Background: an optimization exercise with open tools, aiming at small area. Do not read the settings as production practice. RTL that was checked went through simulation tests only; none was proved equivalent to the original. For run 6, only the layout was checked, not whether the RTL still works. The clock cells of run 6 come from the design's own scripts or RTL, not from TritonCTS. No driver is modelled on the clock port, so clock power and skew are understated where the tree is cut down; a real chip needs a root buffer or a tree.

==> design/flow/design.v <==
module full_adder(input a, b, cin, output sum, carry);
    assign sum   = a ^ b ^ cin;
    assign carry = (a & b) | (a & cin) | (b & cin);
endmodule
module truncated_adder_8bit (
    input  wire [8:0] t,
    input  wire [7:0] d,
    output wire [7:0] r
);
    wire [9:2] c;
    wire c1 = t[0] | d[0];
    assign c[2] = (t[1] & d[1]) | (t[1] & c1) | (d[1] & c1);
    full_adder fa2 (t[2], d[2], c[2], r[0], c[3]);
    full_adder fa3 (t[3], d[3], c[3], r[1], c[4]);
    full_adder fa4 (t[4], d[4], c[4], r[2], c[5]);
    full_adder fa5 (t[5], d[5], c[5], r[3], c[6]);
    full_adder fa6 (t[6], d[6], c[6], r[4], c[7]);
    full_adder fa7 (t[7], d[7], c[7], r[5], c[8]);
    full_adder fa8 (t[8], d[7], c[8], r[6], c[9]);
    assign r[7] = t[8] ^ d[7] ^ c[9];
endmodule
module truncated_multiplier_8bit (
    input  wire [7:0] a,
    input  wire [7:0] b,
    output wire [8:0] tn
);
    wire p1 = ~(a[0] & b[0]);
    wire p2 = ~(a[0] & b[1]);
    wire p3 = ~(a[0] & b[2]);
    wire p4 = ~(a[0] & b[3]);
    wire p5 = ~(a[0] & b[4]);
    wire p6 = ~(a[0] & b[5]);
    wire p7 = ~(a[0] & b[6]);
    wire p8 = ~(a[1] & b[0]);
    wire p9 = ~(a[1] & b[1]);
    wire p10 = ~(a[1] & b[2]);
    wire p11 = ~(a[1] & b[3]);
    wire p12 = ~(a[1] & b[4]);
    wire p13 = ~(a[1] & b[5]);
    wire p14 = ~(a[1] & b[6]);
    wire p15 = ~(a[2] & b[0]);
    wire p16 = ~(a[2] & b[1]);
    wire p17 = ~(a[2] & b[2]);
    wire p18 = ~(a[2] & b[3]);
    wire p19 = ~(a[2] & b[4]);
    wire p20 = ~(a[2] & b[5]);
    wire p21 = ~(a[2] & b[6]);
    wire p22 = ~(a[3] & b[0]);
    wire p23 = ~(a[3] & b[1]);
    wire p24 = ~(a[3] & b[2]);
    wire p25 = ~(a[3] & b[3]);
    wire p26 = ~(a[3] & b[4]);
    wire p27 = ~(a[3] & b[5]);
    wire p28 = ~(a[3] & b[6]);
    wire p29 = ~(a[4] & b[0]);
    wire p30 = ~(a[4] & b[1]);
    wire p31 = ~(a[4] & b[2]);
    wire p32 = ~(a[4] & b[3]);
    wire p33 = ~(a[4] & b[4]);
    wire p34 = ~(a[4] & b[5]);
    wire p35 = ~(a[4] & b[6]);
    wire p36 = ~(a[5] & b[0]);
    wire p37 = ~(a[5] & b[1]);
    wire p38 = ~(a[5] & b[2]);
    wire p39 = ~(a[5] & b[3]);
    wire p40 = ~(a[5] & b[4]);
    wire p41 = ~(a[5] & b[5]);
    wire p42 = ~(a[5] & b[6]);
    wire p43 = ~(a[6] & b[0]);
    wire p44 = ~(a[6] & b[1]);
    wire p45 = ~(a[6] & b[2]);
    wire p46 = ~(a[6] & b[3]);
    wire p47 = ~(a[6] & b[4]);
    wire p48 = ~(a[6] & b[5]);
    wire p49 = ~(a[6] & b[6]);
    wire p50 = a[0] & b[7];
    wire p51 = a[7] & b[0];
    wire p52 = a[1] & b[7];
    wire p53 = a[7] & b[1];
    wire p54 = a[2] & b[7];
    wire p55 = a[7] & b[2];
    wire p56 = a[3] & b[7];
    wire p57 = a[7] & b[3];
    wire p58 = a[4] & b[7];
    wire p59 = a[7] & b[4];
    wire p60 = a[5] & b[7];
    wire p61 = a[7] & b[5];
    wire p62 = a[6] & b[7];
    wire p63 = a[7] & b[6];
    wire p64 = ~(a[7] & b[7]);
    wire p65 = ~b[7];
    wire h66 = p2 | p8;
    full_adder fa_s67 (p15, p3, p9, s67, c68);
    wire h69 = h66 | s67;
    full_adder fa_s70 (p10, p16, p22, s70, c71);
    full_adder fa_s72 (p4, c68, s70, s72, c73);
    wire h74 = h69 | s72;
    full_adder fa_s75 (p11, p17, p23, s75, c76);
    full_adder fa_s77 (p29, p5, c71, s77, c78);
    full_adder fa_s79 (s75, s77, c73, s79, c80);
    wire h81 = h74 | s79;
    full_adder fa_s82 (p12, p18, p24, s82, c83);
    full_adder fa_s84 (p30, p36, p6, s84, c85);
    full_adder fa_s86 (c76, s82, s84, s86, c87);
    full_adder fa_s88 (c78, s86, c80, s88, c89);
    wire h90 = h81 | s88;
    full_adder fa_s91 (p13, p19, p25, s91, c92);
    full_adder fa_s93 (p31, p37, p43, s93, c94);
    full_adder fa_s95 (p7, c83, c85, s95, c96);
    full_adder fa_s97 (s91, s93, c87, s97, c98);
    full_adder fa_s99 (s95, s97, c89, s99, c100);
    wire h101 = h90 | s99;
    full_adder fa_s102 (p14, p20, p26, s102, c103);
    full_adder fa_s104 (p32, p38, p44, s104, c105);
    full_adder fa_s106 (p50, p51, c92, s106, c107);
    full_adder fa_s108 (c94, s102, s104, s108, c109);
    full_adder fa_s110 (s106, c96, s108, s110, c111);
    full_adder fa_s112 (c98, s110, c100, s112, c113);
    wire h114 = h101 | s112;
    full_adder fa_s115 (p21, p27, p33, s115, c116);
    full_adder fa_s117 (p39, p45, p52, s117, c118);
    full_adder fa_s119 (p53, c103, c105, s119, c120);
    full_adder fa_s121 (s115, s117, c107, s121, c122);
    full_adder fa_s123 (c109, s119, s121, s123, c124);
    full_adder fa_s125 (c111, s123, c113, s125, c126);
    wire s127 = ~(h114 ^ s125);
    wire c128 = h114 | s125;
    full_adder fa_s129 (b[0], b[1], p28, s129, c130);
    full_adder fa_s131 (p34, p40, p46, s131, c132);
    full_adder fa_s133 (p54, p55, s129, s133, c134);
    full_adder fa_s135 (c116, c118, s131, s135, c136);
    full_adder fa_s137 (s133, c120, s135, s137, c138);
    full_adder fa_s139 (c122, s137, c124, s139, c140);
    full_adder fa_s141 (s139, c126, c128, s141, c142);
    full_adder fa_s143 (b[2], p35, p41, s143, c144);
    full_adder fa_s145 (p47, p56, p57, s145, c146);
    full_adder fa_s147 (c130, c132, s143, s147, c148);
    full_adder fa_s149 (s145, c134, c136, s149, c150);
    full_adder fa_s151 (s147, s149, c138, s151, c152);
    full_adder fa_s153 (s151, c140, c142, s153, c154);
    full_adder fa_s155 (b[3], p42, p48, s155, c156);
    full_adder fa_s157 (p58, p59, c144, s157, c158);
    full_adder fa_s159 (c146, s155, s157, s159, c160);
    full_adder fa_s161 (c148, c150, s159, s161, c162);
    full_adder fa_s163 (c152, s161, c154, s163, c164);
    full_adder fa_s165 (b[4], p49, p60, s165, c166);
    full_adder fa_s167 (p61, c156, s165, s167, c168);
    full_adder fa_s169 (c158, s167, c160, s169, c170);
    full_adder fa_s171 (s169, c162, c164, s171, c172);
    full_adder fa_s173 (b[5], p62, p63, s173, c174);
    full_adder fa_s175 (c166, s173, c168, s175, c176);
    full_adder fa_s177 (s175, c170, c172, s177, c178);
    full_adder fa_s179 (b[6], p64, c174, s179, c180);
    full_adder fa_s181 (s179, c176, c178, s181, c182);
    full_adder fa_s183 (p65, c180, c182, s183, c184);
    assign tn[0] = s127;
    assign tn[1] = s141;
    assign tn[2] = s153;
    assign tn[3] = s163;
    assign tn[4] = s171;
    assign tn[5] = s177;
    assign tn[6] = s181;
    assign tn[7] = s183;
    assign tn[8] = ~((c184) ^ 1'b0);
endmodule
module top (
    input  wire        clk,
    input  wire        rst,
    input  wire signed [7:0] din,
    output reg  signed [7:0] f1, f2, f3, f4
);
    reg [1:0] g, j;
    reg [8:0] s0, s1, s2, s3;
    wire [8:0] tn;
    wire [7:0] rn;
    truncated_multiplier_8bit mul (.a(s3[7:0]), .b(din), .tn(tn));
    truncated_adder_8bit      add (.t(s3), .d(din), .r(rn));
    always @(posedge clk or posedge rst) begin
        if (rst) begin
            g <= 2'd2;
            j <= 2'd0;
        end else begin
            j <= j + 2'd1;
            if (j == 2'd3) g <= {~g[1] & g[0], ~(g[1] & g[0])};
        end
    end
    always @(posedge clk) begin
        if (!g[0])     s0 <= {1'b0, din};
        else if (!g[1]) s0 <= ~tn;
        else           s0 <= {1'b0, rn};
        s1 <= s0;
        s2 <= s1;
        s3 <= s2;
    end
    always @(posedge clk or posedge rst) begin
        if (rst) begin
            f1 <= 8'd0; f2 <= 8'd0; f3 <= 8'd0; f4 <= 8'd0;
        end else begin
            if (g == 2'd3 && j == 2'd2) f1 <= s1[7:0];
            if (g == 2'd3 && j == 2'd3) f2 <= s1[7:0];
            if (g == 2'd0 && j == 2'd0) f3 <= s1[7:0];
            if (g == 2'd0 && j == 2'd1) f4 <= s1[7:0];
        end
    end
endmodule
==> design/flow/run.sh <==
#!/bin/bash
# synth_recipe.tcl (not shown) runs the flow's synth.tcl, then flattens the netlist and writes it again
# the make line also repeats each setting of config.mk as NAME=value (left out here)
make -C /OpenROAD-flow-scripts/flow DESIGN_CONFIG=/design/flow/config.mk WORK_HOME=/design/flow/orfs CLKGATE_MAP_FILE= SYNTH_SCRIPT=/design/flow/synth_recipe.tcl finish
==> design/flow/config.mk <==
export PLATFORM = sky130hd
export DESIGN_NAME = top
export DESIGN_NICKNAME = top
export VERILOG_FILES = /design/flow/design.v
export SDC_FILE = /design/flow/constraint.sdc
export NUM_CORES = 4
export LEC_CHECK = 0
export CAP_MARGIN = 20
export CORE_MARGIN = 2
export CORE_UTILIZATION = 40
export SLEW_MARGIN = 20
export SYNTH_HIERARCHICAL = 1
export SYNTH_MINIMUM_KEEP_SIZE = 0
==> design/flow/constraint.sdc <==
create_clock -name core_clock -period 12.0 [get_ports {clk}]
set_input_delay 2.4000 -clock core_clock [delete_from_list [all_inputs] [get_ports {clk}]]
set_output_delay 2.4000 -clock core_clock [all_outputs]
set_load 0.01 [all_outputs]
==> results of run 1 <==
==> through the flow <==
stage / cells / setup WS [ns] / hold slack, ns / utilization (%)
floorplan: 305 / 2.95 / 0.310 / -
global placement: 464 / 2.06 / 0.311 / 45.9
detailed placement: 464 / 1.94 / 0.312 / 45.9
CTS: 480 / 2.27 / 0.327 / 47.9
global route: 480 / 1.96 / 0.329 / 47.9
finish: 480 / 2.32 / 0.326 / 47.9
==> area by class of cell <==
| class | instances | area [um^2] |
|---|---|---|
| Fill cell | 862 | 5090 |
| Multi-Input combinational cell | 208 | 2250 |
| Sequential cell | 72 | 1620 |
| Timing Repair Buffer | 42 | 418 |
| Tap cell | 133 | 166 |
| Clock buffer | 13 | 159 |
| Clock inverter | 3 | 40.0 |
| Inverter | 9 | 33.8 |
==> modules after synthesis, one instance, submodules excluded <==
module	times used	area (um^2)
truncated_multiplier_8bit	1	394
top	1	2340
truncated_adder_8bit	1	33.8
full_adder	62	20.0
==> final timing paths <==
kind | from | endpoint | slack, ns | cells after the start
setup reg to reg | s3[2] | s0[7] | 4.69 | 20
min in group asynchronous | rst | f3[3] | 2.49 | 3
hold / removal | s2[3] | s3[3] | 0.33 | 0
setup / recovery | din[2] | s0[7] | 2.32 | 21
max in group asynchronous | rst | g[1] | 9.17 | 3
hold reg to reg | s2[3] | s3[3] | 0.33 | 0
==> layer usage <==
layer	up-vias	wire (um)	GRT usage (%)
met4	0	26	3.19
met5	-	0	0
met1	1216	3230	19.8
met3	4	320	4.20
li1	1040	-	-
met2	47	3650	24.5
==> worst register-to-register path, stage by stage (launching register included) <==
cell and delay (ns):
dfxtp_1 0.57, nand2_1 0.14, fa_1 0.43, fa_1 0.46
fa_1 0.41, fa_1 0.39, fa_1 0.38, fa_1 0.42
or4b_1 0.48, nor3_2 0.17, ha_1 0.17, inv_1 0.05
fa_1 0.37, fa_1 0.38, fa_1 0.39, fa_1 0.39
fa_1 0.39, fa_1 0.39, fa_1 0.43, or2_2 0.27
a31oi_1 0.16
==> cell usage after synthesis (2+ instances only) <==
cell | count | area [um^2]
fa_1 | 62 | 1240
nand2_1 | 55 | 206
dfxtp_1 | 36 | 721
dfrtp_1 | 35 | 876
mux2_2 | 32 | 360
and2_1 | 13 | 81.3
inv_1 | 9 | 33.8
buf_4 | 8 | 60.1
a31oi_1 | 7 | 43.8
nor2_1 | 7 | 26.3
or2_2 | 7 | 43.8
ha_1 | 5 | 62.6
buf_2 | 3 | 15.0
buf_6 | 2 | 22.5
clkbuf_1 | 2 | 7.51
nand2b_1 | 2 | 12.5
nand3_2 | 2 | 20.0
nor3b_4 | 2 | 37.5
o21ai_0 | 2 | 10.0
or4b_1 | 2 | 20.0
xnor2_1 | 2 | 17.5
==> cells in the final DEF, fill, tap and decap left out, types with 2 or more instances in the layout <==
master           count
a31oi_1              7
inv_1                9
clkbuf_1             2
dfrtp_1             35
or2_2                7
clkbuf_8            11
clkdlybuf4s50_1     41
or4b_1               2
nand3_2              2
ha_1                 5
nand2b_1             2
nor3b_4              2
nand2_1             55
o21ai_0              2
mux2_2              32
dfxtp_1             36
clkinv_2             2
and2_1              13
nor2_1               7
fa_1                62
xnor2_1              2
==> kinds of logic after synthesis <==
logic type / share of synthesized area (%)
compound gates: 1.93
xor+xnor: 0.437
fa+ha+maj: 32.5
buf+inv: 3.59
flops: 40.4
mux: 8.98
simple gates: 12.1
==> flip-flops by register name, indices dropped and copies added, names as in the netlist <==
name / flops
j: 2
s0: 9
s3: 9
s2: 9
s1: 9
g: 2
f1: 8
f2: 8
f3: 8
f4: 8
==> metrics.md, run 1 <==
| Metric | Value |
|---|---|
| Status | no timing/DRC/antenna violations |
| CP Capture Type | flop |
| TritonCTS Buffers | 9 |
| DRC errors left | 0 |
| Gr ovfl total | 0 |
| Post-CTS setup repair buffer count | 0 |
| Fin nets | 419 |
| Worst-path clk slew | 0.07 ns |
| Row cnt | 36 |
| Final hold violations | 0 |
| CTS H-Tree Depth | 3 |
| Post-CTS Resized | 0 |
| Die H | 104 um |
| Syn_nets | 382 |
| Slew HR | 43.3% |
| DR vias/cell | 4.81 |
| Worst-path fanout max | 11 |
| Delay-heaviest family, CP | adder cells |
| Worst min path class | flop to flop |
| Final Cycle Share | 80.7% |
| Die area | 10800 um^2 |
| Sequential element share of the synthesized area | 40.4% |
| Number of distinct library cells after synthesis | 31 |
| Drt pass-1 iters | 4 |
| Width of the die | 104 um |
| Clock buffer depth | 2 |
| First-pass GRT wire length | 12800 um |
| Layout cells sized above 1 | 17.9% |
| Final Slew Violations | 0 |
| Via count | 2307 |
| GRT Util Overall | 14.9% |
| Detailed Route Iter0 Violations | 69 |
| # IOs | 42 |
| Wire per inst | 15.1 um |
| CP bufs+invs | 2 |
| Clock Sinks | 72 |
| CTS Hold Bufs | 0 |
| Cells along the critical path | clkdlybuf4s50_1 -> nand2_1 -> fa_1 -> fa_1 -> fa_1 -> fa_1 -> fa_1 -> fa_1 -> or4b_1 -> nor3_2 -> ha_1 -> inv_1 -> fa_1 -> fa_1 -> fa_1 -> fa_1 -> fa_1 -> fa_1 -> fa_1 -> or2_2 -> a31oi_1 |
| EDFF count, synth | 0 |
| Largest net degree at the start of global routing | 37 |
| Slowest CP cell | clkdlybuf4s50_1 |
| Port Buffers | 41 |
| Synth Warn # | 117 |
| Async set-or-reset flop fraction in the synthesized netlist | 50.0% |
| Clock root buffer | clkbuf_8 |
| Synth Register Bits | 72 |
| Primary FF master, synth | dfxtp_1 |
| Placer Congestion | 0.788 |
| CTS tree | yes |
| Least-Margin Pin Slew | 0.850 ns |
| Total Wirelength | 7230 um |
| Worst-Skew Late Latency | 0.34 ns |
| Critical Path RT | 12.26 ns |
| Minimum clock period after layout | 9.68 ns |
| Core area | 9770 um^2 |
| Unrepaired setup endpoints after global routing | false |
| Initial cell density of the core | 41.1% |
| P&R area growth vs syn | 16.8% |
| Fmax | 103 MHz |
| Design Area, Final | 4690 um^2 |
| Vias in the first global route | 2575 |
| Critical Path Start Type | input pin |
| Ant diodes | 0 |
| CP Class | input pin to flop |
| WP data arrival | 9.95 ns |
| Mapped Area | 4010 um^2 |
| Clock skew | 0.00826 ns |
| DRT antenna net count | 0 |
| Final setup TNS | 0 ns |
| Slowest cell delay on critical path | 0.81 ns |
| Initial antenna violation count | 0 |
| HPWL Detailed | 5290 um |
| Syn avg cell area | 13.2 um^2 |
| Crit-path most repeated cell | fa_1 |
| Synth Instances | 305 |
| Max-Cap Viols | 0 |
| Setup Viol. Count Final | 0 |
| Dpl cell area | 4490 um^2 |
==> inputs of run 2 (changes only) <==
==> design/flow/flow/run.sh (new file) <==
#!/bin/bash
# The standard layout, with buf_1 port buffers and a clock tree without
# dummy loads. Each tool's output goes to a log file in this folder.
set -euo pipefail
bash standard.sh \
  "BUFFER_PORTS_ARGS=-buffer_cell sky130_fd_sc_hd__buf_1" \
  "CTS_ARGS=-sink_clustering_enable -repair_clock_nets -dont_use_dummy_load" \
  finish > flow_standard.log 2>&1
==> design/flow/standard.sh (new file) <==
#!/bin/bash
# synth_recipe.tcl (not shown) runs the flow's synth.tcl, then flattens the netlist and writes it again
# the make line also repeats each setting of config.mk as NAME=value (left out here)
make -C /OpenROAD-flow-scripts/flow DESIGN_CONFIG=/design/flow/config.mk WORK_HOME=/design/flow/orfs CLKGATE_MAP_FILE= SYNTH_SCRIPT=/design/flow/synth_recipe.tcl "${@:-finish}"
removed: design/flow/run.sh
==> run 2 against run 1 <==
Net effect: utilization fell by 3.2 points; register-to-register slack got worse by 0.10 ns; synthesized area did not move; die area did not move; routed wire length fell by 0.54%; critical path depth did not move; highest routed layer unchanged; worst hold slack got worse by 0.00083 ns; count of clock-buffer cells in the layout fell by 4; cell area fell by 6.8%.
==> metrics.md, run 2 <==
| Metric | Value |
|---|---|
| Status | no timing/DRC/antenna violations |
| DR vias/cell | 4.81 (about the same) |
| Vias in the first global route | 2603 (+1.1%) |
| Layout Utilization | 44.7% (-3.2 points) |
| Design Area, Final | 4370 um^2 (-6.8%) |
| Final setup TNS | 0 ns (unchanged) |
| Mapped Area | 4010 um^2 (unchanged) |
| Slew HR | 45.2% (+1.9 points) |
| Die area | 10800 um^2 (unchanged) |
| Dpl cell area | 4250 um^2 (-5.4%) |
| Fin nets | 421 (+0.48%) |
| Row cnt | 36 (unchanged) |
| Clock buffer depth | 2 (unchanged) |
| Ant diodes | 0 (unchanged) |
| DRC errors left | 0 (unchanged) |
| Syn avg cell area | 13.2 um^2 (unchanged) |
| Synth Register Bits | 72 (unchanged) |
| Post-CTS setup repair buffer count | 0 (unchanged) |
| Least-Margin Pin Slew | 0.822 ns (-0.0279 ns) |
| Minimum clock period after layout | 9.36 ns (-0.317 ns) |
| Initial antenna violation count | 0 (unchanged) |
| Die H | 104 um (unchanged) |
| CTS H-Tree Depth | 3 (unchanged) |
| Critical Path Start Type | input pin |
| First-pass GRT wire length | 12700 um (-0.86%) |
| Worst-path clk slew | 0.06 ns (about the same) |
| Total Wirelength | 7190 um (-0.54%) |
| Met1 Use GR | 18.4% (-1.4 points) |
| M3 GR Usage | 4.26% (+0.063 points) |
| Max-Cap Viols | 0 (unchanged) |
| Largest net degree at the start of global routing | 37 (unchanged) |
| Port Buffers | 41 (unchanged) |
| Commonest non-fill, non-tap cell in the layout | fa_1 |
| Drt pass-1 iters | 4 (unchanged) |
| Setup Viol. Count Final | 0 (unchanged) |
| Async set-or-reset flop fraction in the synthesized netlist | 50.0% (unchanged) |
| Layout cells sized above 1 | 17.3% (-0.62 points) |
| Width of the die | 104 um (unchanged) |
| Initial cell density of the core | 41.1% (unchanged) |
| Clock root buffer | clkbuf_8 |
| EDFF count, synth | 0 (unchanged) |
| CP Class | input pin to flop |
| DRT antenna net count | 0 (unchanged) |
| Core area | 9770 um^2 (unchanged) |
| Unrepaired setup endpoints after global routing | false |
| WP data arrival | 9.62 ns (-0.33 ns) |
| Number of distinct library cells after synthesis | 31 (unchanged) |
| Worst slack, placed | 2.25 ns (+0.306 ns) |
| Synth top cells by count | 62 x fa_1, 55 x nand2_1, 36 x dfxtp_1 |
| Gr ovfl total | 0 (unchanged) |
| Post-CTS Resized | 0 (unchanged) |
| Final Slew Violations | 0 (unchanged) |
| Sequential element share of the synthesized area | 40.4% (unchanged) |
| Placer Congestion | 0.797 (+1.0%) |
| Top post-synthesis cells by area | fa_1 31%, dfrtp_1 22%, dfxtp_1 18% |
| Wire per inst | 15.1 um (+0.51%) |
| Synth area leader | fa_1 |
| Hold WS | 0.325 ns (-0.000829 ns) |
| Worst-Skew Late Latency | 0.33 ns (about the same) |
| Synth Instances | 305 (unchanged) |
| GRT Util Overall | 14.8% (-0.090 points) |
| HPWL Detailed | 5460 um (+3.3%) |
| P&R area growth vs syn | 8.89% |
| Most frequent cell after synthesis | fa_1 |
| CTS tree | yes |
| Fmax | 107 MHz (+3.4%) |
| Via count | 2283 (-1.0%) |
| Final WS setup | 2.64 ns (+0.317 ns) |
| Syn_nets | 382 (unchanged) |
| Grt peak-use layer | met2 |
| Met2 Usage GRT | 25.9% (+1.5 points) |
| Worst-path fanout max | 11 (unchanged) |
| Final hold violations | 0 (unchanged) |
| Clock Sinks | 72 (unchanged) |
| CTS Hold Bufs | 0 (unchanged) |
| TritonCTS Buffers | 9 (unchanged) |
| Most frequent cells in the layout | 62 x fa_1, 55 x nand2_1, 41 x buf_1, 36 x dfxtp_1, 35 x dfrtp_1 |
| Primary FF master, synth | dfxtp_1 |
| Share of the synthesized area in the top cell type | 30.9% (unchanged) |
| Synth Warn # | 117 (unchanged) |
| Detailed Route Iter0 Violations | 56 (-19%) |
| Clock skew | 0.0168 ns (+0.00851 ns) |
| Final Cycle Share | 78.0% (-2.6 points) |
| Critical Path RT | 12.26 ns (about the same) |
| # IOs | 42 (unchanged) |
| Worst min path class | flop to flop |
| CP Capture Type | flop |
run 2: changes by cell type in the layout (fill, tap and decap cells not counted), sizes merged:
cell and delta:
buf +43, clkdlybuf4s50 -41, clkinv -2, clkbuf -4, bufinv -1
run 2: cell families (layout without fill, tap and decap cells):
family / Yosys count / in the layout / synth area share (%)
XOR/XNOR: 2 / 2 / 0.437
flip-flops: 72 / 72 / 40.4
buffers and inverters: 25 / 62 / 3.59
AO/OA/AOI/OAI: 12 / 12 / 1.93
adder cells (fa/ha/maj): 67 / 67 / 32.5
AND/OR/NAND/NOR: 95 / 95 / 12.1
multiplexers: 32 / 32 / 8.98
run 2: per-module statistics from Yosys (local to each module, per instance):
module | times used | cells inside
truncated_multiplier_8bit | 1 | 80
top | 1 | 158
full_adder | 62 | 1
truncated_adder_8bit | 1 | 5
run 2: per-layer routing:
layer / vias up / wire length [um]
met4: 0 / 36
met3: 7 / 291
met1: 1194 / 3130
met5: - / 0
met2: 43 / 3730
li1: 1039 / -
run 2: path summary, 6_finish.rpt:
path,from,end,slack (ns),cells after the start
max,din[2],s0[7],2.64,21
min,s2[3],s3[3],0.33,0
max reg2reg,s3[2],s0[7],4.59,20
min reg2reg,s2[3],s3[3],0.33,0
max in group asynchronous,rst,g[1],9.54,3
min in group asynchronous,rst,f2[0],2.13,3
run 2: final cells by class:
| cell class | count | area, um^2 |
|---|---|---|
| Timing Repair Buffer | 44 | 176 |
| Clock buffer | 9 | 124 |
| Sequential cell | 72 | 1620 |
| Tap cell | 133 | 166 |
| Multi-Input combinational cell | 208 | 2250 |
| Inverter | 9 | 33.8 |
| Fill cell | 923 | 5410 |
run 2: metrics by stage:
step	cells
finish	475
global route	475
CTS	475
detailed placement	466
global placement	466
floorplan	305
run 2: critical path: stages:
cell	delay, ns
buf_1	0.44
nand2_1	0.16
fa_1	0.46
fa_1	0.47
fa_1	0.43
fa_1	0.39
fa_1	0.39
fa_1	0.43
or4b_1	0.49
nor3_2	0.19
ha_1	0.17
inv_1	0.05
fa_1	0.37
fa_1	0.38
fa_1	0.39
fa_1	0.39
fa_1	0.39
fa_1	0.40
fa_1	0.42
or2_2	0.28
a31oi_1	0.15
==> inputs of run 3 (changes only) <==
--- a/design/flow/flow/run.sh
+++ b/design/flow/flow/run.sh
@@ -6,3 +6,3 @@
   "BUFFER_PORTS_ARGS=-buffer_cell sky130_fd_sc_hd__buf_1" \
-  "CTS_ARGS=-sink_clustering_enable -repair_clock_nets -dont_use_dummy_load" \
+  "CTS_ARGS=-sink_clustering_enable -repair_clock_nets -dont_use_dummy_load -sink_clustering_size 40 -sink_clustering_max_diameter 300 -buf_list {sky130_fd_sc_hd__clkbuf_4 sky130_fd_sc_hd__clkbuf_8} -root_buf sky130_fd_sc_hd__clkbuf_8" \
   finish > flow_standard.log 2>&1
==> run 3 against run 2 <==
Net effect: still clean; critical path depth did not move; sequential cell count unchanged; cell area stayed put; sequential share of layout area did not move; global-route usage unchanged; via count did not move; synthesized cell count unchanged; utilization unchanged; critical endpoint unchanged.
==> metrics.md, run 3 <==
| Metric | Value |
|---|---|
| Most frequent cell after synthesis | fa_1 |
| Wire per inst | 15.1 um (unchanged) |
| CP Capture Type | flop |
| Fmax | 107 MHz (unchanged) |
| Adder-Cell Fraction of Synth Area | 32.5% (unchanged) |
| CTS tree | yes |
| DRT antenna net count | 0 (unchanged) |
| Worst-path fanout max | 11 (unchanged) |
| Synth area leader | fa_1 |
| Setup Viol. Count Final | 0 (unchanged) |
| R2r worst-path depth | 20 (unchanged) |
| Clock buffer depth | 2 (unchanged) |
| Final WS setup | 2.64 ns (unchanged) |
| Slew HR | 45.2% (unchanged) |
| Worst-Skew Late Latency | 0.33 ns (about the same) |
| Unrepaired setup endpoints after global routing | false |
| Final Cycle Share | 78.0% (unchanged) |
| Drt pass-1 iters | 4 (unchanged) |
| Initial cell density of the core | 41.1% (unchanged) |
| Synth top cells by count | 62 x fa_1, 55 x nand2_1, 36 x dfxtp_1 |
| Clock skew | 0.0168 ns (unchanged) |
| Critical Path Start Type | input pin |
| Placer Congestion | 0.797 (unchanged) |
| TritonCTS Buffers | 9 (unchanged) |
| Core area | 9770 um^2 (unchanged) |
| Hold path startpoint | s2[3] |
| Layout Utilization | 44.7% (unchanged) |
| Primary FF master, synth | dfxtp_1 |
| Die area | 10800 um^2 (unchanged) |
| Sequential element share of the synthesized area | 40.4% (unchanged) |
| Critical Path RT | 12.26 ns (about the same) |
| Largest family of logic cells by synthesized area | adder cells |
| First-pass GRT wire length | 12700 um (unchanged) |
| M3 GR Usage | 4.26% (unchanged) |
| DRC errors left | 0 (unchanged) |
| Commonest non-fill, non-tap cell in the layout | fa_1 |
| Gr ovfl total | 0 (unchanged) |
| DR vias/cell | 4.81 (unchanged) |
| R2R Setup Slk | 4.59 ns (about the same) |
| Share of the synthesized area in the top cell type | 30.9% (unchanged) |
| Fin nets | 421 (unchanged) |
| CTS H-Tree Depth | 3 (unchanged) |
| Reg2reg end | s0[7] |
| # IOs | 42 (unchanged) |
| Synth Register Bits | 72 (unchanged) |
| Ant diodes | 0 (unchanged) |
| Syn_nets | 382 (unchanged) |
| Worst slack, placed | 2.25 ns (unchanged) |
| GRT Util Overall | 14.8% (unchanged) |
| Row cnt | 36 (unchanged) |
| CTS Hold Bufs | 0 (unchanged) |
| Layout cells sized above 1 | 17.3% (unchanged) |
| Largest net degree at the start of global routing | 37 (unchanged) |
| Dpl cell area | 4250 um^2 (unchanged) |
| Die H | 104 um (unchanged) |
| Width of the die | 104 um (unchanged) |
| Minimum clock period after layout | 9.36 ns (unchanged) |
| Post-CTS Resized | 0 (unchanged) |
| Hold path endpoint | s3[3] |
| Synth Warn # | 117 (unchanged) |
| Clock root buffer | clkbuf_8 |
| CP Class | input pin to flop |
| Final hold violations | 0 (unchanged) |
| Hold WS | 0.325 ns (unchanged) |
| Port Buffers | 41 (unchanged) |
| Via count | 2283 (unchanged) |
| Clock Sinks | 72 (unchanged) |
| Top post-synthesis cells by area | fa_1 31%, dfrtp_1 22%, dfxtp_1 18% |
| Most frequent cells in the layout | 62 x fa_1, 55 x nand2_1, 41 x buf_1, 36 x dfxtp_1, 35 x dfrtp_1 |
| Portion of netlist area occupied by mux cells | 8.98% (unchanged) |
| Vias in the first global route | 2603 (unchanged) |
| Async set-or-reset flop fraction in the synthesized netlist | 50.0% (unchanged) |
| WP data arrival | 9.62 ns (about the same) |
| Synth Instances | 305 (unchanged) |
| Status | no timing/DRC/antenna violations |
| Grt peak-use layer | met2 |
| Register area | 1620 um^2 (unchanged) |
| EDFF count, synth | 0 (unchanged) |
| Final setup TNS | 0 ns (unchanged) |
| Synth Area in Compound Gates | 1.93% (unchanged) |
| Final Slew Violations | 0 (unchanged) |
| Worst R2R Start | s3[2] |
| FILL cells | 923 (unchanged) |
| Met1 Use GR | 18.4% (unchanged) |
| Max-Cap Viols | 0 (unchanged) |
| Simple-gate share of the synthesized area | 12.1% (unchanged) |
| Detailed Route Iter0 Violations | 56 (unchanged) |
| Met2 Usage GRT | 25.9% (unchanged) |
| Design Area, Final | 4370 um^2 (unchanged) |
| Least-Margin Pin Slew | 0.822 ns (unchanged) |
| Xor/xnor cell area share of the yosys netlist | 0.437% (unchanged) |
| Worst-path clk slew | 0.06 ns (about the same) |
| Post-CTS setup repair buffer count | 0 (unchanged) |
| HPWL Detailed | 5460 um (unchanged) |
| Worst Hold Depth | 0 (unchanged) |
| P&R area growth vs syn | 8.89% (unchanged) |
| Number of distinct library cells after synthesis | 31 (unchanged) |
| Mapped Area | 4010 um^2 (unchanged) |
| Initial antenna violation count | 0 (unchanged) |
| Total Wirelength | 7190 um (unchanged) |
| Syn avg cell area | 13.2 um^2 (unchanged) |
| Worst min path class | flop to flop |
| Multi-input logic area | 2250 um^2 (unchanged) |
## run 3: cell counts in the layout (fill, tap and decap cells not counted)
No cell type changed its count.
## run 3: layer usage
layer  wire length [um]  share of wire [%]
met3                291                4.0
met5                  0                  0
met2               3730                 52
met1               3130                 44
met4                 36               0.50
## run 3: worst max-delay path by stage
| stage | startpoint | endpoint | slack (ns) | cells past startpoint |
|---|---|---|---|---|
| floorplan | din[2] | s0[7] | 2.95 | 21 |
| global placement | din[2] | s0[7] | 2.38 | 21 |
| detailed placement | din[2] | s0[7] | 2.25 | 21 |
| CTS | din[2] | s0[7] | 2.61 | 21 |
| global route | din[2] | s0[7] | 2.34 | 21 |
| finish | din[2] | s0[7] | 2.64 | 21 |
## run 3: critical path, cell delays in order
cell and delay, ns:
buf_1 0.44, nand2_1 0.16, fa_1 0.46, fa_1 0.47, fa_1 0.43, fa_1 0.39, fa_1 0.39, fa_1 0.43
or4b_1 0.49, nor3_2 0.19, ha_1 0.17, inv_1 0.05, fa_1 0.37, fa_1 0.38, fa_1 0.39, fa_1 0.39
fa_1 0.39, fa_1 0.40, fa_1 0.42, or2_2 0.28, a31oi_1 0.15
## run 3: area by class of cell
type	instances	share of cell area, %
flip-flops and latches	72	37.1
multi-input cells	208	51.4
inverters	9	0.773
well taps	133	3.81
repair buffers	44	4.04
clock buffers	9	2.84
## run 3: cells by family after synthesis
group | Yosys count
AOI/OAI and AO/OA | 12
xor gates and xnor gates | 2
adders and majority gates | 67
buffers and inverters | 25
DFF | 72
muxes | 32
and+or+nand+nor | 95
## run 3: Yosys stat by module (local to each module, per instance)
module / times used / flops+latches / cells inside / area [um^2]
full_adder: 62 / 0 / 1 / 20.0
truncated_adder_8bit: 1 / 0 / 5 / 33.8
top: 1 / 72 / 158 / 2340
truncated_multiplier_8bit: 1 / 0 / 80 / 394
## run 3: stage by stage
stage	instances
floorplan	305
global placement	466
detailed placement	466
CTS	475
global route	475
finish	475
==> inputs of run 4 (changes only) <==
--- a/design/flow/design.v
+++ b/design/flow/design.v
@@ -182,4 +182,4 @@
         end else begin
-            j <= j + 2'd1;
-            if (j == 2'd3) g <= {~g[1] & g[0], ~(g[1] & g[0])};
+            j <= {j[0], ~j[1]};
+            if (j == 2'd2) g <= {~g[1] & g[0], ~(g[1] & g[0])};
         end
@@ -187,5 +187,4 @@
     always @(posedge clk) begin
-        if (!g[0])     s0 <= {1'b0, din};
-        else if (!g[1]) s0 <= ~tn;
-        else           s0 <= {1'b0, rn};
+        s0[7:0] <= !g[0] ? din : (g[1] ? rn : ~tn[7:0]);
+        s0[8]   <= ~tn[8];
         s1 <= s0;
@@ -198,4 +197,4 @@
         end else begin
-            if (g == 2'd3 && j == 2'd2) f1 <= s1[7:0];
-            if (g == 2'd3 && j == 2'd3) f2 <= s1[7:0];
+            if (g == 2'd3 && j == 2'd3) f1 <= s1[7:0];
+            if (g == 2'd3 && j == 2'd2) f2 <= s1[7:0];
             if (g == 2'd0 && j == 2'd0) f3 <= s1[7:0];
==> design/flow/flow/run.sh (replaced) <==
#!/bin/bash
# The standard layout, with buf_1 port buffers, every combinational cell at
# its smallest drive after floorplan (repair sizes up what needs it), and a
# clock tree without dummy loads. Tool output goes to log files here.
set -euo pipefail
here=$(pwd)
bash standard.sh \
  "BUFFER_PORTS_ARGS=-buffer_cell sky130_fd_sc_hd__buf_1" \
  "POST_FLOORPLAN_TCL=$here/flow/downsize.tcl" \
  "CTS_ARGS=-sink_clustering_enable -repair_clock_nets -dont_use_dummy_load -buf_list {sky130_fd_sc_hd__clkbuf_16} -root_buf sky130_fd_sc_hd__clkbuf_16 -sink_clustering_size 80 -sink_clustering_max_diameter 500" \
  finish > flow_standard.log 2>&1
==> design/flow/flow/downsize.tcl (new file) <==
# Give every combinational cell the smallest drive strength of its kind.
# Later repair steps size up whatever timing, slew or load needs.
set db [ord::get_db]
set block [ord::get_db_block]
set n 0
foreach inst [$block getInsts] {
  set m [[$inst getMaster] getName]
  if { ![regexp {^(sky130_fd_sc_hd__([a-z0-9]+))_(\d+)$} $m -> base kind drv] } { continue }
  if { [regexp {^(df|edf|sdf|sedf|dl|clk|tap|fill|decap|conb|diode|probe|lpflow)} $kind] } { continue }
  foreach d {0 1 2} {
    set cand "${base}_$d"
    if { $cand eq $m } { break }
    set cm [$db findMaster $cand]
    if { $cm ne "NULL" && $cm ne "" } {
      replace_cell [get_cells [$inst getName]] $cand
      incr n
      break
    }
  }
}
puts "downsize: replaced $n cells"
==> run 4 against run 3 <==
Net effect: first-iteration DRC count rose by 77%; synthesized area fell by 1.4%; count of clock-buffer cells in the layout did not move; non-clock buffer count fell by 1; clock skew fell by 0.0015 ns; critical path depth did not move; maximum frequency fell by 0.90%; utilization rose by 0.57 points; global-route usage rose by 0.23 points; critical endpoint unchanged.
==> metrics.md, run 4 <==
| Metric | Value |
|---|---|
| Status | no timing/DRC/antenna violations |
| Share of the synthesized area in the top cell type | 31.4% (+0.44 points) |
| Crit-path most repeated cell | fa_1 |
| Reg2reg end | s0[7] |
| GRT Util Overall | 15.0% (+0.23 points) |
| Minimum clock period after layout | 9.45 ns (+0.0852 ns) |
| Die area | 10700 um^2 (-1.3%) |
| Final WS setup | 2.55 ns (-0.0852 ns) |
| Most frequent cell after synthesis | fa_1 |
| Slowest cell delay on critical path | 0.48 ns (about the same) |
| Worst slack, placed | 2.17 ns (-0.0748 ns) |
| Least-Margin Pin Slew | 1.01 ns (+0.191 ns) |
| CP Capture Type | flop |
| Async set-or-reset flop fraction in the synthesized netlist | 50.0% (unchanged) |
| Synth top cells by count | 62 x fa_1, 56 x nand2_1, 36 x dfxtp_1 |
| Final hold violations | 0 (unchanged) |
| R2R Setup Slk | 4.58 ns (about the same) |
| DR vias/cell | 4.82 (+0.21%) |
| Worst R2R Start | s3[2] |
| # IOs | 42 (unchanged) |
| Number of distinct library cells after synthesis | 27 (-13%) |
| DRC errors left | 0 (unchanged) |
| R2r worst-path depth | 20 (unchanged) |
| Fmax | 106 MHz (-0.90%) |
| P&R area growth vs syn | 10.8% |
| Hold path endpoint | s3[3] |
| CP Class | input pin to flop |
| Top sig layer | met4 |
| Via count | 2259 (-1.1%) |
| Drt pass-1 iters | 4 (unchanged) |
| Clock Sinks | 72 (unchanged) |
| Port Buffers | 41 (unchanged) |
| Syn_nets | 372 (-2.6%) |
| Width of the die | 103 um (-0.68%) |
| Clock skew | 0.0152 ns (-0.00152 ns) |
| Post-CTS setup repair buffer count | 0 (unchanged) |
| Wire per inst | 15.1 um (-0.48%) |
| Total Wirelength | 7060 um (-1.7%) |
| EDFF count, synth | 0 (unchanged) |
| Clock buffer depth | 2 (unchanged) |
| Final setup TNS | 0 ns (unchanged) |
| Ant diodes | 0 (unchanged) |
| Gr ovfl total | 0 (unchanged) |
| CTS Hold Bufs | 0 (unchanged) |
| Row cnt | 36 (unchanged) |
| Commonest non-fill, non-tap cell in the layout | fa_1 |
| First-pass GRT wire length | 12200 um (-3.9%) |
| Final Slew Violations | 0 (unchanged) |
| Worst-path clk slew | 0.06 ns (about the same) |
| Unrepaired setup endpoints after global routing | false |
| Post-CTS Resized | 0 (unchanged) |
| Die H | 103 um (-0.68%) |
| Top post-synthesis cells by area | fa_1 31%, dfrtp_1 22%, dfxtp_1 18% |
| Layout cells sized above 1 | 4.17% (-13 points) |
| Slew HR | 32.3% (-13 points) |
| Initial cell density of the core | 40.9% (-0.20 points) |
| CTS tree | yes |
| Worst-Skew Late Latency | 0.32 ns (about the same) |
| Sequential element share of the synthesized area | 41.0% (+0.58 points) |
| Core area | 9680 um^2 (-0.92%) |
| Slowest CP cell | fa_1 |
| Hold path startpoint | s2[3] |
| Vias in the first global route | 2564 (-1.5%) |
| Final Cycle Share | 78.7% (+0.71 points) |
| Synth Register Bits | 72 (unchanged) |
| Delay-heaviest family, CP | adder cells |
| Initial antenna violation count | 0 (unchanged) |
| CTS H-Tree Depth | 3 (unchanged) |
| Max-Cap Viols | 0 (unchanged) |
| Placer Congestion | 0.802 (+0.73%) |
| Hold WS | 0.316 ns (-0.00939 ns) |
| Cells along the critical path | buf_1 -> nand2_1 -> fa_1 -> fa_1 -> fa_1 -> fa_1 -> fa_1 -> fa_1 -> or4b_1 -> nor3_1 -> ha_1 -> inv_1 -> fa_1 -> fa_1 -> fa_1 -> fa_1 -> fa_1 -> fa_1 -> fa_1 -> or2_0 -> a31oi_1 |
| Critical Path RT | 12.24 ns (-0.02 ns) |
| HPWL Detailed | 5330 um (-2.4%) |
| Largest net degree at the start of global routing | 37 (unchanged) |
| Synth Instances | 299 (-2.0%) |
| Mapped Area | 3960 um^2 (-1.4%) |
| Critical Path Start Type | input pin |
| Met1 wire length | 3090 um (-1.4%) |
| Syn avg cell area | 13.2 um^2 (+0.58%) |
| Detailed Route Iter0 Violations | 99 (+77%) |
| Most frequent cells in the layout | 62 x fa_1, 56 x nand2_1, 41 x buf_1, 36 x dfxtp_1, 35 x dfrtp_1 |
| Met2 WL | 3620 um (-2.8%) |
| Clock root buffer | clkbuf_16 |
| CP bufs+invs | 2 (unchanged) |
| Metal3 WL | 301 um (+3.4%) |
| DRT antenna net count | 0 (unchanged) |
| Fin nets | 411 (-2.4%) |
| Setup Viol. Count Final | 0 (unchanged) |
| Worst min path class | flop to flop |
| Worst-path fanout max | 11 (unchanged) |
| TritonCTS Buffers | 9 (unchanged) |
| Worst Hold Depth | 0 (unchanged) |
| Synth Warn # | 117 (unchanged) |
| Synth area leader | fa_1 |
| WP data arrival | 9.69 ns (+0.07 ns) |
| Primary FF master, synth | dfxtp_1 |
run 4: final cells by class:
cell class	instances	area, um^2
Clock buffer	9	225
Fill cell	919	5300
Inverter	8	30.0
Multi-Input combinational cell	204	2170
Sequential cell	72	1620
Tap cell	133	166
Timing Repair Buffer	43	169
run 4: metrics by stage:
stage / utilization [%] / cell area, um^2 / instances
5_1_grt: 45.3 / 4380 / 469
2_1_floorplan: - / 3960 / 299
4_1_cts: 45.3 / 4380 / 469
3_5_place_dp: 42.9 / 4160 / 460
6_report: 45.3 / 4380 / 469
3_3_place_gp: 42.9 / 4160 / 460
run 4: logic make-up after synthesis:
group / after synthesis / share of synthesized area, %
adder cells (fa/ha/maj): 63 / 31.7
flip-flops: 72 / 41.0
AND/OR/NAND/NOR: 95 / 12.5
AO/OA/AOI/OAI: 11 / 1.77
XOR/XNOR: 2 / 0.443
buffers and inverters: 23 / 3.19
multiplexers: 33 / 9.39
run 4: worst register-to-register path: cells and delay by family, from the launching register on:
family | cells | cell delay, ns
fa+ha+maj | 14 | 5.49
simple gates | 4 | 1.05
flops | 1 | 0.59
compound gates | 1 | 0.16
buf+inv | 1 | 0.05
run 4: how the worst max path moves through the flow:
stage / startpoint / to / slack, ns / cells past startpoint
after floorplan: din[2] / s0[7] / 2.95 / 21
after global placement: din[2] / s0[7] / 2.42 / 21
after global routing: din[2] / s0[7] / 2.19 / 21
after CTS: din[2] / s0[7] / 2.50 / 21
after detailed placement: din[2] / s0[7] / 2.17 / 21
final: din[2] / s0[7] / 2.55 / 21
run 4: per-layer routing:
| metal | global-route usage (%) | vias to the layer above |
|---|---|---|
| li1 | - | 1025 |
| met1 | 20.0 | 1185 |
| met2 | 25.1 | 43 |
| met3 | 4.23 | 6 |
| met4 | 2.53 | 0 |
| met5 | 0 | - |
run 4: per-module statistics from Yosys (local to each module, per instance):
| module | cells | flops+latches |
|---|---|---|
| top | 152 | 72 |
| truncated_adder_8bit | 5 | 0 |
| truncated_multiplier_8bit | 80 | 0 |
| full_adder | 1 | 0 |
==> inputs of run 5 (changes only) <==
--- a/design/flow/flow/run.sh
+++ b/design/flow/flow/run.sh
@@ -9,3 +9,3 @@
   "POST_FLOORPLAN_TCL=$here/flow/downsize.tcl" \
-  "CTS_ARGS=-sink_clustering_enable -repair_clock_nets -dont_use_dummy_load -buf_list {sky130_fd_sc_hd__clkbuf_16} -root_buf sky130_fd_sc_hd__clkbuf_16 -sink_clustering_size 80 -sink_clustering_max_diameter 500" \
+  "CTS_ARGS=-sink_clustering_enable -repair_clock_nets -dont_use_dummy_load -buf_list {sky130_fd_sc_hd__clkbuf_4} -root_buf sky130_fd_sc_hd__clkbuf_4 -tree_buf sky130_fd_sc_hd__clkbuf_4" \
   finish > flow_standard.log 2>&1
==> run 5 against run 4 <==
Net effect: clock skew increased by 0.023 ns; critical path type unchanged; register-to-register slack worse by 0.03 ns; via count down 0.13%; count of clock-buffer cells in the layout stayed put.
==> metrics.md, run 5 <==
| Metric | Value |
|---|---|
| Met1 Use GR | 20.3% (+0.31 points) |
| Async set-or-reset flop fraction in the synthesized netlist | 50.0% (unchanged) |
| CTS Hold Bufs | 0 (unchanged) |
| Clock Sinks | 72 (unchanged) |
| P&R area growth vs syn | 6.83% |
| Primary FF master, synth | dfxtp_1 |
| Least-Margin Pin Slew | 0.996 ns (-0.0166 ns) |
| Critical Path Start Type | input pin |
| Grt peak-use layer | met2 |
| Fmax | 107 MHz (+0.66%) |
| Via count | 2256 (-0.13%) |
| Layout cells sized above 1 | 4.17% (unchanged) |
| FILL cells | 938 (+2.1%) |
| Core area | 9680 um^2 (unchanged) |
| Synth area leader | fa_1 |
| Die H | 103 um (unchanged) |
| Syn avg cell area | 13.2 um^2 (unchanged) |
| Worst-path clk slew | 0.12 ns (+0.06 ns) |
| Worst slack, placed | 2.17 ns (unchanged) |
| Met2 Usage GRT | 25.0% (-0.099 points) |
| Vias in the first global route | 2550 (-0.55%) |
| Most frequent cells in the layout | 62 x fa_1, 56 x nand2_1, 41 x buf_1, 36 x dfxtp_1, 35 x dfrtp_1 |
| Non-Filler Instances | 469 (unchanged) |
| HPWL Detailed | 5330 um (unchanged) |
| M3 GR Usage | 4.23% (unchanged) |
| Final setup TNS | 0 ns (unchanged) |
| DR vias/cell | 4.81 (-0.13%) |
| Minimum clock period after layout | 9.39 ns (-0.0622 ns) |
| Number of distinct library cells after synthesis | 27 (unchanged) |
| Worst-Skew Late Latency | 0.39 ns (+0.07 ns) |
| Placed Cells | 460 (unchanged) |
| Total Wirelength | 7030 um (-0.38%) |
| Clock root buffer | clkbuf_4 |
| Largest net degree at the start of global routing | 37 (unchanged) |
| Commonest non-fill, non-tap cell in the layout | fa_1 |
| Port Buffers | 41 (unchanged) |
| Initial cell density of the core | 40.9% (unchanged) |
| Mapped Area | 3960 um^2 (unchanged) |
| Final WS setup | 2.61 ns (+0.0622 ns) |
| DRC errors left | 0 (unchanged) |
| Synth Instances | 299 (unchanged) |
| CP Capture Type | flop |
| Post-CTS Resized | 0 (unchanged) |
| Synth Register Bits | 72 (unchanged) |
| CTS H-Tree Depth | 3 (unchanged) |
| DRT antenna net count | 0 (unchanged) |
| Max-Cap Viols | 0 (unchanged) |
| Final Cycle Share | 78.2% (-0.52 points) |
| Status | no timing/DRC/antenna violations |
| Final hold violations | 0 (unchanged) |
| Gr ovfl total | 0 (unchanged) |
| Synth Warn # | 117 (unchanged) |
| Register area | 1620 um^2 (unchanged) |
| # IOs | 42 (unchanged) |
| Worst min path class | flop to flop |
| Wire per inst | 15.0 um (-0.38%) |
| Die area | 10700 um^2 (unchanged) |
| Post-CTS setup repair buffer count | 0 (unchanged) |
| Ant diodes | 0 (unchanged) |
| Slew HR | 33.4% (+1.1 points) |
| Syn_nets | 372 (unchanged) |
| Width of the die | 103 um (unchanged) |
| CP Class | input pin to flop |
| WP data arrival | 9.69 ns (about the same) |
| Multi-input logic area | 2170 um^2 (unchanged) |
| Initial antenna violation count | 0 (unchanged) |
| Most frequent cell after synthesis | fa_1 |
| Setup Viol. Count Final | 0 (unchanged) |
| Row cnt | 36 (unchanged) |
| Top post-synthesis cells by area | fa_1 31%, dfrtp_1 22%, dfxtp_1 18% |
| First-pass GRT wire length | 12200 um (+0.28%) |
| Synth top cells by count | 62 x fa_1, 56 x nand2_1, 36 x dfxtp_1 |
| Sequential element share of the synthesized area | 41.0% (unchanged) |
| GRT Util Overall | 15.1% (+0.068 points) |
| Unrepaired setup endpoints after global routing | false |
| Share of the synthesized area in the top cell type | 31.4% (unchanged) |
| Clock skew | 0.0387 ns (+0.0235 ns) |
| Drt pass-1 iters | 4 (unchanged) |
| Clock buffer depth | 2 (unchanged) |
| Critical Path RT | 12.30 ns (+0.06 ns) |
| TritonCTS Buffers | 9 (unchanged) |
| Placer Congestion | 0.802 (unchanged) |
| Final Slew Violations | 0 (unchanged) |
| Fin nets | 411 (unchanged) |
| Detailed Route Iter0 Violations | 127 (+28%) |
| CTS tree | yes |
| EDFF count, synth | 0 (unchanged) |
| Worst-path fanout max | 11 (unchanged) |
==> run 5: cell types whose count changed in the layout (fill, tap and decap cells not counted) <==
cell	previous run	this run
clkbuf_4	0	9
clkbuf_16	9	0
==> run 5: worst paths after layout <==
| kind | start | slack, ns | end | cells after the start |
|---|---|---|---|---|
| min in group asynchronous | rst | 2.07 | f1[0] | 3 |
| setup / recovery | din[2] | 2.61 | s0[7] | 21 |
| hold reg to reg | s2[3] | 0.31 | s3[3] | 0 |
| setup reg to reg | s3[2] | 4.55 | s0[7] | 20 |
| hold / removal | s2[3] | 0.31 | s3[3] | 0 |
| max in group asynchronous | rst | 9.56 | f1[7] | 3 |
==> run 5: layer usage <==
layer	part of all wire, %	up-vias
met1	44	1183
met4	0.90	0
met2	51	43
met5	0	-
li1	-	1024
met3	3.7	6
==> run 5: cell families after synthesis <==
group | count (synthesis) | share of synthesized area, %
AND/OR/NAND/NOR | 95 | 12.5
multiplexers | 33 | 9.39
AO/OA/AOI/OAI | 11 | 1.77
buffers and inverters | 23 | 3.19
adder cells (fa/ha/maj) | 63 | 31.7
flip-flops | 72 | 41.0
XOR/XNOR | 2 | 0.443
==> run 5: area by class of cell <==
class | count | area share [%]
Multi-Input combinational cell | 204 | 51.4
Sequential cell | 72 | 38.4
Timing Repair Buffer | 43 | 4.00
Tap cell | 133 | 3.94
Clock buffer | 9 | 1.60
Inverter | 8 | 0.710
==> run 5: per-stage QoR <==
step / hold WS (ns) / area [um^2] / utilization [%]
2_1_floorplan: 0.310 / 3960 / -
3_3_place_gp: 0.311 / 4160 / 42.9
3_5_place_dp: 0.312 / 4160 / 42.9
4_1_cts: 0.313 / 4230 / 43.6
5_1_grt: 0.316 / 4230 / 43.6
6_report: 0.309 / 4230 / 43.6
==> run 5: critical path, stage by stage <==
cell,delay (ns)
buf_1,0.48
nand2_1,0.17
fa_1,0.47
fa_1,0.48
fa_1,0.42
fa_1,0.39
fa_1,0.40
fa_1,0.44
or4b_1,0.48
nor3_1,0.22
ha_1,0.18
inv_1,0.05
fa_1,0.37
fa_1,0.39
fa_1,0.39
fa_1,0.38
fa_1,0.38
fa_1,0.39
fa_1,0.44
or2_0,0.21
a31oi_1,0.16
==> run 5: Yosys stat by module, one instance, submodules excluded <==
module | flops+latches | cells inside | times used | area, um^2
truncated_multiplier_8bit | 0 | 80 | 1 | 394
top | 72 | 152 | 1 | 2290
truncated_adder_8bit | 0 | 5 | 1 | 33.8
full_adder | 0 | 1 | 62 | 20.0
==> inputs of run 6 (changes only) <==
--- a/design/flow/design.v
+++ b/design/flow/design.v
@@ -186,5 +186,9 @@
     end
+    wire       selA  = ~g[0];
+    wire       selR  = g[0] & g[1];
+    wire       nselT = ~g[0] | g[1];
+    wire [7:0] s0_d;
+    ring_mux rm [7:0] (.sa(selA), .sr(selR), .nst(nselT), .d(din), .r(rn), .tn(tn[7:0]), .y(s0_d));
     always @(posedge clk) begin
-        s0[7:0] <= !g[0] ? din : (g[1] ? rn : ~tn[7:0]);
-        s0[8]   <= ~tn[8];
+        s0 <= {~tn[8], s0_d};
         s1 <= s0;
@@ -193,2 +197,11 @@
     end
+    wire e1 = (g == 2'd3) & (j == 2'd3);
+    wire e2 = (g == 2'd3) & (j == 2'd2);
+    wire e3 = (g == 2'd0) & (j == 2'd0);
+    wire e4 = (g == 2'd0) & (j == 2'd1);
+    wire [7:0] f1_d, f2_d, f3_d, f4_d;
+    hold_mux h1 [7:0] (.en(e1), .enn(~e1), .d(s1[7:0]), .q(f1), .y(f1_d));
+    hold_mux h2 [7:0] (.en(e2), .enn(~e2), .d(s1[7:0]), .q(f2), .y(f2_d));
+    hold_mux h3 [7:0] (.en(e3), .enn(~e3), .d(s1[7:0]), .q(f3), .y(f3_d));
+    hold_mux h4 [7:0] (.en(e4), .enn(~e4), .d(s1[7:0]), .q(f4), .y(f4_d));
     always @(posedge clk or posedge rst) begin
@@ -197,6 +210,3 @@
         end else begin
-            if (g == 2'd3 && j == 2'd3) f1 <= s1[7:0];
-            if (g == 2'd3 && j == 2'd2) f2 <= s1[7:0];
-            if (g == 2'd0 && j == 2'd0) f3 <= s1[7:0];
-            if (g == 2'd0 && j == 2'd1) f4 <= s1[7:0];
+            f1 <= f1_d; f2 <= f2_d; f3 <= f3_d; f4 <= f4_d;
         end
@@ -204 +214,7 @@
 endmodule
+module ring_mux (input wire sa, sr, nst, d, r, tn, output wire y);
+    assign y = (sa & d) | (sr & r) | ~(nst | tn);
+endmodule
+module hold_mux (input wire en, enn, d, q, output wire y);
+    assign y = (en & d) | (enn & q);
+endmodule
==> design/flow/flow/run.sh (replaced) <==
#!/bin/bash
# The standard layout, with buf_1 port buffers, every combinational cell at
# its smallest drive after floorplan (repair sizes up what needs it), and a
# flat clock tree of 2 x 2 buffers clkbuf_8. Tool output goes to log files here.
set -euo pipefail
here=$(pwd)
export CLK_GX=2 CLK_GY=2 CLK_BUF=sky130_fd_sc_hd__clkbuf_8
bash standard.sh \
  "BUFFER_PORTS_ARGS=-buffer_cell sky130_fd_sc_hd__buf_1" \
  "POST_FLOORPLAN_TCL=$here/flow/downsize.tcl" \
  "CTS_ARGS=-sink_clustering_enable -repair_clock_nets -dont_use_dummy_load" \
  "POST_CTS_TCL=$here/flow/clocktree.tcl" \
  finish > flow_standard.log 2>&1
==> design/flow/flow/clocktree.tcl (new file) <==
# After CTS: replace the clock tree CTS built by a flat one. The sinks are
# split into a CLK_GX x CLK_GY grid of groups (by x, then by y within each
# column); each group gets one buffer of type CLK_BUF at its centroid, driven
# from the clock port.
set gx [expr { [info exists ::env(CLK_GX)] ? $::env(CLK_GX) : 1 }]
set gy [expr { [info exists ::env(CLK_GY)] ? $::env(CLK_GY) : 1 }]
set bufcell [expr { [info exists ::env(CLK_BUF)] ? $::env(CLK_BUF) : "sky130_fd_sc_hd__clkbuf_16" }]
set db [ord::get_db]
set block [ord::get_db_block]
set clk [$block findNet clk]

# the clock tree: every buffer reached from the clock port through clock buffers
set tree {}
set front [list $clk]
set sinks {}
while { [llength $front] } {
  set net [lindex $front 0]
  set front [lrange $front 1 end]
  foreach it [$net getITerms] {
    if { ![$it isInputSignal] } { continue }
    set inst [$it getInst]
    set m [[$inst getMaster] getName]
    if { [string match "sky130_fd_sc_hd__clkbuf_*" $m] || [string match "sky130_fd_sc_hd__clkinv*" $m] } {
      lappend tree $inst
      lappend front [[$inst findITerm X] getNet]
    } else {
      lappend sinks $it
    }
  }
}
puts "clocktree: [llength $tree] tree cells, [llength $sinks] sinks"
foreach inst $tree {
  set onet [[$inst findITerm X] getNet]
  foreach it [$onet getITerms] { $it disconnect }
  odb::dbInst_destroy $inst
  odb::dbNet_destroy $onet
}
foreach it $sinks { $it disconnect }

# split the sinks by x
set keyed {}
foreach it $sinks {
  set b [[$it getInst] getBBox]
  lappend keyed [list [expr { ([$b xMin] + [$b xMax]) / 2 }] [expr { ([$b yMin] + [$b yMax]) / 2 }] $it]
}
set keyed [lsort -integer -index 0 $keyed]
set n [llength $keyed]
set master [$db findMaster $bufcell]
set g 0
for { set cx 0 } { $cx < $gx } { incr cx } {
  set col [lrange $keyed [expr { $cx * $n / $gx }] [expr { ($cx + 1) * $n / $gx - 1 }]]
  set col [lsort -integer -index 1 $col]
  set m [llength $col]
  for { set cy 0 } { $cy < $gy } { incr cy } {
    set part [lrange $col [expr { $cy * $m / $gy }] [expr { ($cy + 1) * $m / $gy - 1 }]]
    set net [odb::dbNet_create $block "clknet_flat_$g"]
    $net setSigType CLOCK
    set buf [odb::dbInst_create $block $master "clkbuf_flat_$g"]
    [$buf findITerm A] connect $clk
    [$buf findITerm X] connect $net
    set sx 0; set sy 0
    foreach k $part {
      lassign $k x y it
      $it connect $net
      incr sx $x; incr sy $y
    }
    set cnt [llength $part]
    $buf setLocation [expr { $sx / $cnt }] [expr { $sy / $cnt }]
    $buf setPlacementStatus PLACED
    puts "clocktree: $bufcell clkbuf_flat_$g drives $cnt sinks"
    incr g
  }
}
detailed_placement
check_placement -verbose
estimate_parasitics -placement
report_clock_skew
==> run 6 against run 5 <==
Net effect: still clean on timing, DRC and antenna; cell area fell by 2.8%; sequential share of layout area rose by 1.1 points; critical path depth unchanged; critical path type unchanged; critical endpoint unchanged.
==> metrics.md, run 6 <==
| Metric | Value |
|---|---|
| Worst-Skew Late Latency | 0.16 ns (-0.23 ns) |
| EDFF count, synth | 0 (unchanged) |
| Clock Sinks | 72 (unchanged) |
| Placed Cells | 449 (-2.4%) |
| Placer Congestion | 0.812 (+1.2%) |
| Width of the die | 101 um (-2.0%) |
| Row cnt | 35 (-2.8%) |
| Die area | 10300 um^2 (-3.9%) |
| CP Class | input pin to flop |
| Ant diodes | 0 (unchanged) |
| P&R area growth vs syn | 8.17% |
| Worst-path fanout max | 11 (unchanged) |
| Minimum clock period after layout | 9.54 ns (+0.152 ns) |
| Final hold violations | 0 (unchanged) |
| Synth Register Bits | 72 (unchanged) |
| Critical Path RT | 12.05 ns (-0.25 ns) |
| Final WS setup | 2.46 ns (-0.152 ns) |
| Final setup TNS | 0 ns (unchanged) |
| Sequential element share of the synthesized area | 42.7% (+1.7 points) |
| Commonest non-fill, non-tap cell in the layout | fa_1 |
| Synth top cells by count | 62 x fa_1, 49 x nand2_1, 36 x dfxtp_1 |
| Slowest cell delay on critical path | 0.48 ns (about the same) |
| Synth Instances | 286 (-4.3%) |
| Status | no timing/DRC/antenna violations |
| # IOs | 42 (unchanged) |
| Primary FF master, synth | dfxtp_1 |
| Delay-heaviest family, CP | adder cells |
| Async set-or-reset flop fraction in the synthesized netlist | 50.0% (unchanged) |
| Most frequent cell after synthesis | fa_1 |
| Layout Utilization | 44.4% (+0.80 points) |
| Cells along the critical path | buf_1 -> nand2_1 -> fa_1 -> fa_1 -> fa_1 -> fa_1 -> fa_1 -> fa_1 -> or4b_1 -> nor3_1 -> ha_1 -> inv_1 -> fa_1 -> fa_1 -> fa_1 -> fa_1 -> fa_1 -> fa_1 -> fa_1 -> nor2_1 -> a221o_1 |
| Gr ovfl total | 0 (unchanged) |
| Non-Filler Instances | 453 (-3.4%) |
| Total Wirelength | 7180 um (+2.0%) |
| Unrepaired setup endpoints after global routing | false |
| Slowest CP cell | fa_1 |
| Most frequent cells in the layout | 62 x fa_1, 49 x nand2_1, 41 x buf_1, 36 x dfxtp_1, 35 x dfrtp_1 |
| Crit-path most repeated cell | fa_1 |
| DRT antenna net count | 0 (unchanged) |
| Synth area leader | fa_1 |
| CP bufs+invs | 2 (unchanged) |
| Worst min path class | flop to flop |
| Core area | 9240 um^2 (-4.6%) |
| DRC errors left | 0 (unchanged) |
| Hold WS | 0.335 ns (+0.0258 ns) |
| Initial cell density of the core | 41.1% (+0.23 points) |
| Number of distinct library cells after synthesis | 29 (+7.4%) |
| Design Area, Final | 4110 um^2 (-2.8%) |
| Synth Warn # | 117 (unchanged) |
| Fmax | 105 MHz (-1.6%) |
| Final Slew Violations | 0 (unchanged) |
| Port Buffers | 41 (unchanged) |
| Worst slack, placed | 2.23 ns (+0.0615 ns) |
| Critical Path Start Type | input pin |
| WP data arrival | 9.59 ns (-0.10 ns) |
| CP Capture Type | flop |
| Largest net degree at the start of global routing | 37 (unchanged) |
| Syn avg cell area | 13.3 um^2 (+0.31%) |
| Mapped Area | 3800 um^2 (-4.0%) |
| Fin nets | 399 (-2.9%) |
| DR vias/cell | 5.05 (+4.9%) |
| Slew HR | 52.0% (+19 points) |
| Setup Viol. Count Final | 0 (unchanged) |
| Clock skew | 0.00488 ns (-0.0339 ns) |
| FILL cells | 867 (-7.6%) |
| Worst-path clk slew | 0.10 ns (-0.02 ns) |
| Detailed Route Iter0 Violations | 79 (-38%) |
run 6: changes by cell type after synthesis, sizes merged, moves of 2 or more:
cell,before,now
mux2,33,0
nand2,56,49
inv,8,12
and2,14,16
or2,8,0
a31oi,8,0
a22o,0,32
buf,12,8
a221o,0,8
nor2b,2,0
run 6: final cells by class:
class                   count  area (um^2)  area share (%)
plain buffers               4         55.1            1.34
inverters                  12         45.0            1.10
multi-input cells         192         2050            49.8
flip-flops and latches     72         1620            39.5
well taps                 129          161            3.93
repair buffers             44          176            4.30
run 6: cell families (layout without fill, tap and decap cells):
logic type,count (synthesis),count (layout),synth area share [%]
xor+xnor,2,2,0.462
flops,72,72,42.7
fa+ha+maj,63,63,33.0
compound gates,43,43,10.0
simple gates,83,83,10.5
buf+inv,22,60,2.97
mux,1,1,0.264
run 6: path summary, 6_finish.rpt:
kind / start / end / slack [ns] / cells after the start
min: s2[4] / s3[4] / 0.34 / 0
max reg2reg: s3[2] / s0[7] / 4.61 / 20
max: din[2] / s0[7] / 2.46 / 21
min reg2reg: s2[4] / s3[4] / 0.34 / 0
max in group asynchronous: rst / g[1] / 9.37 / 3
min in group asynchronous: rst / f3[0] / 2.30 / 3
run 6: worst register-to-register path, delay by kind of cell (launching register included):
kind	cells	cell delay, ns
fa+ha+maj	14	5.50
simple gates	4	0.87
flops	1	0.61
compound gates	1	0.27
buf+inv	1	0.05
run 6: routing by layer:
| layer | share of wire [%] | up-vias | track usage (%) |
|---|---|---|---|
| met2 | 51 | 29 | 24.9 |
| met1 | 45 | 1226 | 20.9 |
| met4 | 1.1 | 0 | 4.05 |
| li1 | - | 1024 | - |
| met3 | 2.2 | 7 | 2.14 |
| met5 | 0 | - | 0 |
run 6: modules after synthesis (local to each module, per instance):
| module | copies in the design | cells |
|---|---|---|
| truncated_adder_8bit | 1 | 5 |
| truncated_multiplier_8bit | 1 | 80 |
| full_adder | 62 | 1 |
| ring_mux | 8 | 2 |
| top | 1 | 91 |
| hold_mux | 32 | 1 |

==> re-timing with driven ports <==
The flow's constraints put no driver on any port. The routed layouts listed below were extracted and timed again, unchanged, in two steps. Step 1 sets driving cells, clkbuf_16 on the clock port and buf_2 on the other inputs (assumed; they add their load-dependent delay and slew). Step 2 also shifts input and output timing later by t, the mid clock arrival at the registers, as if the neighbouring blocks saw the same clock. Three values: ideal, step 1, step 2; two values: the first two.
run | shift t [ns] | setup WS [ns] | hold slack, ns | slew at the worst register clock pin (ns) | worst data-port slew with drivers (ns)
run 1 | 0.360 | 2.318 / 2.318 / 1.958 | 0.326 / 0.326 / 0.326 | 0.07 / 0.07 | 0.03
run 2 | 0.350 | 2.636 / 2.633 / 2.284 | 0.325 / 0.325 / 0.325 | 0.07 / 0.07 | 0.03
run 3 | 0.350 | 2.636 / 2.633 / 2.284 | 0.325 / 0.325 / 0.325 | 0.07 / 0.07 | 0.03
run 4 | 0.341 | 2.550 / 2.553 / 2.213 | 0.316 / 0.316 / 0.316 | 0.06 / 0.06 | 0.03
run 5 | 0.393 | 2.613 / 2.611 / 2.218 | 0.309 / 0.309 / 0.309 | 0.12 / 0.12 | 0.03
run 6 | 0.209 | 2.460 / 2.488 / 2.279 | 0.335 / 0.335 / 0.335 | 0.10 / 0.10 | 0.03
After both steps every run listed still meets setup and hold. For run 5, which loses most, drivers alone change the setup slack by -0.002 ns; drivers and shift together by -0.395 ns.
